What follows belongs to an exercise in optimizing a design on an open flow for small area and a short achievable clock period; a production flow would make more cautious choices. The RTL was checked by simulation tests, not by an equivalence proof against the original design.

==> inputs of run A <==
==> flow/design.v <==
module ucsbece154b_victim_cache #(
    parameter int unsigned ADDR_WIDTH = 56,
    parameter int unsigned LINE_WIDTH = 128,
    parameter int unsigned NR_ENTRIES = 8
) (
    input   logic                   clk_i,
    input   logic                   rst_ni,
    input   logic                   flush_i,
    input   logic                   en_i,
    input   logic [ADDR_WIDTH-1:0]  raddr_i,
    output  logic [LINE_WIDTH-1:0]  rdata_o,
    output  logic                   hit_o,
    input   logic                   we_i,
    input   logic [ADDR_WIDTH-1:0]  waddr_i,
    input   logic [LINE_WIDTH-1:0]  wdata_i
);
localparam int OFFSET_WIDTH = LINE_WIDTH/32;
localparam int TAG_SIZE = ADDR_WIDTH - OFFSET_WIDTH;
localparam int N = NR_ENTRIES;
logic [TAG_SIZE-1:0] rtag, wtag;
assign rtag = raddr_i[OFFSET_WIDTH +: TAG_SIZE];
assign wtag = waddr_i[OFFSET_WIDTH +: TAG_SIZE];
/*verilator lint_off UNUSED*/
wire unused = (|raddr_i[OFFSET_WIDTH-1:0])|(|waddr_i[OFFSET_WIDTH-1:0]);
/*verilator lint_on UNUSED*/
logic [N-1:0][LINE_WIDTH-1:0] data_q;
logic [N-1:0][TAG_SIZE-1:0]   tag_q;
logic [N-1:0]                 valid_q;
logic [N-1:0][N-1:0]          older_q;
logic [N-1:0] match_n, match, sel;
for (genvar g = 0; g < N; g++) begin : g_cmp
    ucsbece154b_victim_cache_cmp u_cmp (
        .valid_i(valid_q[g]), .tag_i(tag_q[g]), .rtag_i(rtag), .match_no(match_n[g])
    );
end
assign match = ~match_n;
always_comb begin
    for (int i = 0; i < N; i++) begin
        sel[i] = match[i];
        for (int j = 0; j < i; j++)
            if (match[j]) sel[i] = 1'b0;
    end
end
assign hit_o = en_i && !(&match_n);
ucsbece154b_victim_cache_rmux #(.W(LINE_WIDTH), .N(N)) u_rmux (
    .sel_i(sel), .data_i(data_q), .data_o(rdata_o)
);
logic [N-1:0][N-1:0] older1, older2;
logic [N-1:0] victim;
logic clear;
assign clear = !rst_ni || flush_i || !en_i;
always_comb begin
    older1 = older_q;
    for (int i = 0; i < N; i++)
        for (int j = i+1; j < N; j++) begin
            if (sel[i]) older1[i][j] = 1'b0;
            if (sel[j]) older1[i][j] = 1'b1;
        end
    for (int i = 0; i < N; i++) begin
        victim[i] = 1'b1;
        for (int j = 0; j < N; j++) begin
            if (j > i && !older1[i][j]) victim[i] = 1'b0;
            if (j < i && older1[j][i]) victim[i] = 1'b0;
        end
    end
    older2 = older1;
    if (we_i)
        for (int i = 0; i < N; i++)
            for (int j = i+1; j < N; j++) begin
                if (victim[i]) older2[i][j] = 1'b0;
                if (victim[j]) older2[i][j] = 1'b1;
            end
end
always_ff @(posedge clk_i) begin
    if (clear) begin
        valid_q <= '0;
        for (int i = 0; i < N; i++)
            for (int j = 0; j < N; j++)
                older_q[i][j] <= 1'b1;
    end else begin
        for (int i = 0; i < N; i++)
            if (we_i && victim[i]) valid_q[i] <= 1'b1;
        older_q <= older2;
    end
end
always_ff @(posedge clk_i) begin
    for (int i = 0; i < N; i++)
        if (we_i && victim[i]) begin
            data_q[i] <= wdata_i;
            tag_q[i] <= wtag;
        end
end
endmodule
module ucsbece154b_victim_cache_rmux #(
    parameter int W = 128,
    parameter int N = 8
) (
    input  logic [N-1:0]        sel_i,
    input  logic [N-1:0][W-1:0] data_i,
    output logic [W-1:0]        data_o
);
always_comb begin
    data_o = '0;
    for (int i = 0; i < N; i++)
        data_o = data_o | ({W{sel_i[i]}} & data_i[i]);
end
endmodule
module ucsbece154b_victim_cache_cmp (
    input  logic        valid_i,
    input  logic [51:0] tag_i,
    input  logic [51:0] rtag_i,
    output logic        match_no
);
logic [12:0] ne;
logic [3:0]  eq;
for (genvar g = 0; g < 13; g++) begin : g_eq
    ucsbece154b_victim_cache_ne4 u_ne (.a_i(tag_i[4*g +: 4]), .b_i(rtag_i[4*g +: 4]), .ne_o(ne[g]));
end
for (genvar g = 0; g < 3; g++) begin : g_nor
    ucsbece154b_victim_cache_nor4 u_nor (.a_i(ne[4*g +: 4]), .y_o(eq[g]));
end
assign eq[3] = valid_i && !ne[12];
ucsbece154b_victim_cache_nand4 u_nand (.a_i(eq), .y_o(match_no));
endmodule
module ucsbece154b_victim_cache_ne4 (
    input  logic [3:0] a_i,
    input  logic [3:0] b_i,
    output logic       ne_o
);
assign ne_o = !(&(a_i ~^ b_i));
endmodule
module ucsbece154b_victim_cache_nor4 (
    input  logic [3:0] a_i,
    output logic       y_o
);
assign y_o = !(|a_i);
endmodule
module ucsbece154b_victim_cache_nand4 (
    input  logic [3:0] a_i,
    output logic       y_o
);
assign y_o = !(&a_i);
endmodule
==> flow/flow/run.sh <==
#!/bin/bash
# Layout flow: the standard synthesis unchanged, then the standard ORFS steps with
# small port buffers, a clock tree of small clkbuf_4 leaf clusters without dummy
# loads, and timing repair that aims past the bare constraint.
set -euo pipefail
bash standard.sh synth > synth_make.log 2>&1
bash standard.sh \
  "BUFFER_PORTS_ARGS=-buffer_cell sky130_fd_sc_hd__buf_1" \
  "CTS_ARGS=-sink_clustering_enable -repair_clock_nets -dont_use_dummy_load -sink_clustering_size 10 -sink_clustering_max_diameter 35 -buf_list sky130_fd_sc_hd__clkbuf_4" \
  SETUP_SLACK_MARGIN=13.75 \
  finish > layout_make.log 2>&1
==> flow/standard.sh <==
#!/bin/bash
# synth_recipe.tcl (not shown) runs the flow's synth.tcl, then flattens the netlist and writes it again
# the make line also repeats each setting of config.mk as NAME=value (left out here)
make -C /OpenROAD-flow-scripts/flow DESIGN_CONFIG=/design/flow/config.mk WORK_HOME=/design/flow/orfs CLKGATE_MAP_FILE= SYNTH_SCRIPT=/design/flow/synth_recipe.tcl "${@:-finish}"
==> flow/config.mk <==
export PLATFORM = sky130hd
export DESIGN_NAME = ucsbece154b_victim_cache
export DESIGN_NICKNAME = ucsbece154b_victim_cache
export VERILOG_FILES = /design/flow/design.v
export SDC_FILE = /design/flow/constraint.sdc
export NUM_CORES = 4
export LEC_CHECK = 0
export CAP_MARGIN = 20
export CORE_MARGIN = 2
export CORE_UTILIZATION = 65
export SLEW_MARGIN = 20
export SYNTH_HIERARCHICAL = 1
export SYNTH_MINIMUM_KEEP_SIZE = 0
==> flow/constraint.sdc <==
create_clock -name core_clock -period 28.0 [get_ports {clk_i}]
set_input_delay 5.6000 -clock core_clock [delete_from_list [all_inputs] [get_ports {clk_i}]]
set_output_delay 5.6000 -clock core_clock [all_outputs]
set_load 0.01 [all_outputs]
==> run G: changes against run A <==
==> flow/design.v, changed modules only <==
module ucsbece154b_victim_cache #(
    parameter int unsigned ADDR_WIDTH = 56,
    parameter int unsigned LINE_WIDTH = 128,
    parameter int unsigned NR_ENTRIES = 8
) (
    input   logic                   clk_i,
    input   logic                   rst_ni,
    input   logic                   flush_i,
    input   logic                   en_i,
    input   logic [ADDR_WIDTH-1:0]  raddr_i,
    output  logic [LINE_WIDTH-1:0]  rdata_o,
    output  logic                   hit_o,
    input   logic                   we_i,
    input   logic [ADDR_WIDTH-1:0]  waddr_i,
    input   logic [LINE_WIDTH-1:0]  wdata_i
);
localparam int OFFSET_WIDTH = LINE_WIDTH/32;
localparam int TAG_SIZE = ADDR_WIDTH - OFFSET_WIDTH;
localparam int N = NR_ENTRIES;
logic [TAG_SIZE-1:0] rtag, wtag;
assign rtag = raddr_i[OFFSET_WIDTH +: TAG_SIZE];
assign wtag = waddr_i[OFFSET_WIDTH +: TAG_SIZE];
/*verilator lint_off UNUSED*/
wire unused = (|raddr_i[OFFSET_WIDTH-1:0])|(|waddr_i[OFFSET_WIDTH-1:0]);
/*verilator lint_on UNUSED*/
logic [N-1:0][LINE_WIDTH-1:0] data_q;
logic [N-1:0][TAG_SIZE-1:0]   tag_q;
logic [N-1:0]                 valid_q;
logic [N-1:0][N-1:0]          older_q;
logic [N-1:0] match, sel;
always_comb begin
    for (int i = 0; i < N; i++)
        match[i] = valid_q[i] && (tag_q[i] == rtag);
    for (int i = 0; i < N; i++) begin
        sel[i] = match[i];
        for (int j = 0; j < i; j++)
            if (match[j]) sel[i] = 1'b0;
    end
end
assign hit_o = en_i && (|match);
always_comb begin
    rdata_o = '0;
    for (int i = 0; i < N; i++)
        rdata_o = rdata_o | ({LINE_WIDTH{sel[i]}} & data_q[i]);
end
logic [N-1:0][N-1:0] older1, older2;
logic [N-1:0] victim;
logic clear;
assign clear = !rst_ni || flush_i || !en_i;
always_comb begin
    older1 = older_q;
    for (int i = 0; i < N; i++)
        for (int j = i+1; j < N; j++) begin
            if (sel[i]) older1[i][j] = 1'b0;
            if (sel[j]) older1[i][j] = 1'b1;
        end
    for (int i = 0; i < N; i++) begin
        victim[i] = 1'b1;
        for (int j = 0; j < N; j++) begin
            if (j > i && !older1[i][j]) victim[i] = 1'b0;
            if (j < i && older1[j][i]) victim[i] = 1'b0;
        end
    end
    older2 = older1;
    if (we_i)
        for (int i = 0; i < N; i++)
            for (int j = i+1; j < N; j++) begin
                if (victim[i]) older2[i][j] = 1'b0;
                if (victim[j]) older2[i][j] = 1'b1;
            end
end
always_ff @(posedge clk_i) begin
    if (clear) begin
        valid_q <= '0;
        for (int i = 0; i < N; i++)
            for (int j = 0; j < N; j++)
                older_q[i][j] <= 1'b1;
    end else begin
        for (int i = 0; i < N; i++)
            if (we_i && victim[i]) valid_q[i] <= 1'b1;
        older_q <= older2;
    end
end
always_ff @(posedge clk_i) begin
    for (int i = 0; i < N; i++)
        if (we_i && victim[i]) begin
            data_q[i] <= wdata_i;
            tag_q[i] <= wtag;
        end
end
endmodule
// module ucsbece154b_victim_cache_rmux removed
// module ucsbece154b_victim_cache_cmp removed
// module ucsbece154b_victim_cache_ne4 removed
// module ucsbece154b_victim_cache_nor4 removed
// module ucsbece154b_victim_cache_nand4 removed
==> flow/flow/run.sh (replaced) <==
#!/bin/bash
# Layout flow: the standard synthesis unchanged, then the standard ORFS steps with
# small port buffers and timing repair that aims past the bare constraint.
set -euo pipefail
bash standard.sh synth > synth_make.log 2>&1
bash standard.sh \
  "BUFFER_PORTS_ARGS=-buffer_cell sky130_fd_sc_hd__buf_2" \
  SETUP_SLACK_MARGIN=14 \
  finish > layout_make.log 2>&1
Settings changed: CTS_BUF_LIST from default to sky130_fd_sc_hd__clkbuf_4, SYNTH_HIERARCHICAL 1 to default, SYNTH_MINIMUM_KEEP_SIZE 0 to default.
==> run D: changes against run A <==
==> flow/design.v, changed modules only <==
module ucsbece154b_victim_cache #(
    parameter int unsigned ADDR_WIDTH = 56,
    parameter int unsigned LINE_WIDTH = 128,
    parameter int unsigned NR_ENTRIES = 8
) (
    input   logic                   clk_i,
    input   logic                   rst_ni,
    input   logic                   flush_i,
    input   logic                   en_i,
    input   logic [ADDR_WIDTH-1:0]  raddr_i,
    output  logic [LINE_WIDTH-1:0]  rdata_o,
    output  logic                   hit_o,
    input   logic                   we_i,
    input   logic [ADDR_WIDTH-1:0]  waddr_i,
    input   logic [LINE_WIDTH-1:0]  wdata_i
);
localparam int OFFSET_WIDTH = LINE_WIDTH/32;
localparam int TAG_SIZE = ADDR_WIDTH - OFFSET_WIDTH;
localparam int N = NR_ENTRIES;
logic [TAG_SIZE-1:0] rtag, wtag;
assign rtag = raddr_i[OFFSET_WIDTH +: TAG_SIZE];
assign wtag = waddr_i[OFFSET_WIDTH +: TAG_SIZE];
/*verilator lint_off UNUSED*/
wire unused = (|raddr_i[OFFSET_WIDTH-1:0])|(|waddr_i[OFFSET_WIDTH-1:0]);
/*verilator lint_on UNUSED*/
logic [N-1:0][LINE_WIDTH-1:0] data_q;
logic [N-1:0][TAG_SIZE-1:0]   tag_q;
logic [N-1:0]                 valid_q;
logic [N-1:0][N-1:0]          older_q;
logic [N-1:0] match_n, match, sel;
for (genvar g = 0; g < N; g++) begin : g_cmp
    ucsbece154b_victim_cache_cmp u_cmp (
        .valid_i(valid_q[g]), .tag_i(tag_q[g]), .rtag_i(rtag), .match_no(match_n[g])
    );
end
assign match = ~match_n;
ucsbece154b_victim_cache_selgen #(.N(N)) u_sel (.match_ni(match_n), .sel_o(sel));
assign hit_o = en_i && !(&match_n);
localparam int H = LINE_WIDTH/2;
logic [N-1:0] sel_hi;
logic [N-1:0][H-1:0] data_lo, data_hi;
always_comb
    for (int i = 0; i < N; i++) begin
        data_lo[i] = data_q[i][H-1:0];
        data_hi[i] = data_q[i][LINE_WIDTH-1:H];
    end
ucsbece154b_victim_cache_selgen #(.N(N)) u_sel_hi (.match_ni(match_n), .sel_o(sel_hi));
ucsbece154b_victim_cache_rmux #(.W(H), .N(N)) u_rmux_lo (
    .sel_i(sel), .data_i(data_lo), .data_o(rdata_o[H-1:0])
);
ucsbece154b_victim_cache_rmux #(.W(H), .N(N)) u_rmux_hi (
    .sel_i(sel_hi), .data_i(data_hi), .data_o(rdata_o[LINE_WIDTH-1:H])
);
logic [N-1:0][N-1:0] older1, older2;
logic [N-1:0] victim;
logic clear;
assign clear = !rst_ni || flush_i || !en_i;
always_comb begin
    older1 = older_q;
    for (int i = 0; i < N; i++)
        for (int j = i+1; j < N; j++) begin
            if (sel[i]) older1[i][j] = 1'b0;
            if (sel[j]) older1[i][j] = 1'b1;
        end
    for (int i = 0; i < N; i++) begin
        victim[i] = 1'b1;
        for (int j = 0; j < N; j++) begin
            if (j > i && !older1[i][j]) victim[i] = 1'b0;
            if (j < i && older1[j][i]) victim[i] = 1'b0;
        end
    end
    older2 = older1;
    if (we_i)
        for (int i = 0; i < N; i++)
            for (int j = i+1; j < N; j++) begin
                if (victim[i]) older2[i][j] = 1'b0;
                if (victim[j]) older2[i][j] = 1'b1;
            end
end
always_ff @(posedge clk_i) begin
    if (clear) begin
        valid_q <= '0;
        for (int i = 0; i < N; i++)
            for (int j = 0; j < N; j++)
                older_q[i][j] <= 1'b1;
    end else begin
        for (int i = 0; i < N; i++)
            if (we_i && victim[i]) valid_q[i] <= 1'b1;
        older_q <= older2;
    end
end
always_ff @(posedge clk_i) begin
    for (int i = 0; i < N; i++)
        if (we_i && victim[i]) begin
            data_q[i] <= wdata_i;
            tag_q[i] <= wtag;
        end
end
endmodule
module ucsbece154b_victim_cache_selgen #(
    parameter int N = 8
) (
    input  logic [N-1:0] match_ni,
    output logic [N-1:0] sel_o
);
always_comb begin
    for (int i = 0; i < N; i++) begin
        sel_o[i] = !match_ni[i];
        for (int j = 0; j < i; j++)
            if (!match_ni[j]) sel_o[i] = 1'b0;
    end
end
endmodule
--- a/flow/flow/run.sh
+++ b/flow/flow/run.sh
@@ -7,5 +7,5 @@
 bash standard.sh \
   "BUFFER_PORTS_ARGS=-buffer_cell sky130_fd_sc_hd__buf_1" \
   "CTS_ARGS=-sink_clustering_enable -repair_clock_nets -dont_use_dummy_load -sink_clustering_size 10 -sink_clustering_max_diameter 35 -buf_list sky130_fd_sc_hd__clkbuf_4" \
-  SETUP_SLACK_MARGIN=13.75 \
+  SETUP_SLACK_MARGIN=14.0 \
   finish > layout_make.log 2>&1
==> impl_metrics.py <==
metrics = {
    "layout": {
        "multi_input_area_share_pct": 17.9,
        "final_cells": 4656,
    },
    "run_status": {
        "status": "timing/DRC/antenna clean",
    },
    "synthesis": {
        "synth_fp_nets": 3213,
        "synth_area_um2": 55700,
    },
    "worst_setup_path": {
        "crit_end": "rdata_o[83]",
    },
    "power_and_ir_drop": {
        "p_total_mw": 3.51,
    },
    "worst_hold_path": {
        "hold-path-endpoint": "valid_q[7]$_SDFFE_PP0P_",
    },
}
the above is filed under run D

==> impl_metrics.py <==
metrics = {
    "run_status": {
        "status": "timing/DRC/antenna clean",
    },
    "worst_setup_path": {
        "crit_end": "rdata_o[117]",
    },
    "detailed_routing": {
        "via_per_inst": 6.49,
    },
    "synthesis": {
        "synth_area_um2": 55800,
        "netlist_instances": 3323,
        "synth-xor-area-share_pct": 6.51,
        "synth_fp_nets": 3568,
    },
    "sta": {
        "period_share_pct": 51.0,
    },
    "layout": {
        "multi_input_area_share_pct": 18.1,
        "final_cells": 5394,
    },
    "worst_hold_path": {
        "hold-path-endpoint": "valid_q[2]$_SDFFE_PP0P_",
    },
    "power_and_ir_drop": {
        "p_total_mw": 4.30,
    },
}
the above is filed under run G

==> impl_metrics.py <==
metrics = {
    "run_status": {
        "status": "timing/DRC/antenna clean",
    },
    "layout": {
        "multi_input_area_share_pct": 17.9,
        "final_cells": 4647,
        "final_cell_area_um2": 60200,
    },
    "floorplanning": {
        "taps": 1144,
    },
    "power_and_ir_drop": {
        "p_total_mw": 3.52,
    },
    "synthesis": {
        "synth-edff-count": 1440,
        "synth_fp_nets": 3225,
        "synth_area_um2": 55700,
    },
    "detailed_routing": {
        "drtIter0Drc": 2797,
    },
}
the above is filed under run A

static timing again, ports no longer ideal:
How much do the figures lean on ideal ports? The routed layouts below were timed once more, with nothing changed but the port constraints. Step 1, drivers: a clkbuf_16 drives clk_i and a buf_2 each remaining input, both assumed. Step 2 adds t to the input delays and takes it off the output delays; t is the mean of the earliest and latest rising clock arrival at the registers after step 1. Input paths then give back, and output paths get back, about the clock's delay inside the block. Slacks: ideal ports / drivers / drivers and shift; pairs: ideal ports / drivers.
run | shift t [ns] | setup slack, ns | worst setup path at the end | worst data-port slew with drivers (ns)
run A | 1.137 | 13.801 / 13.720 / 13.720 | input to output | 0.14
run G | 1.262 | 13.706 / 13.655 / 13.655 | input to output | 0.16
run D | 1.128 | 14.037 / 14.002 / 14.002 | input to output | 0.17
After both steps setup and hold are still met in every run listed. The setup slack of run A, which loses most, moves by -0.081 ns with the drivers and by -0.081 ns with both steps.
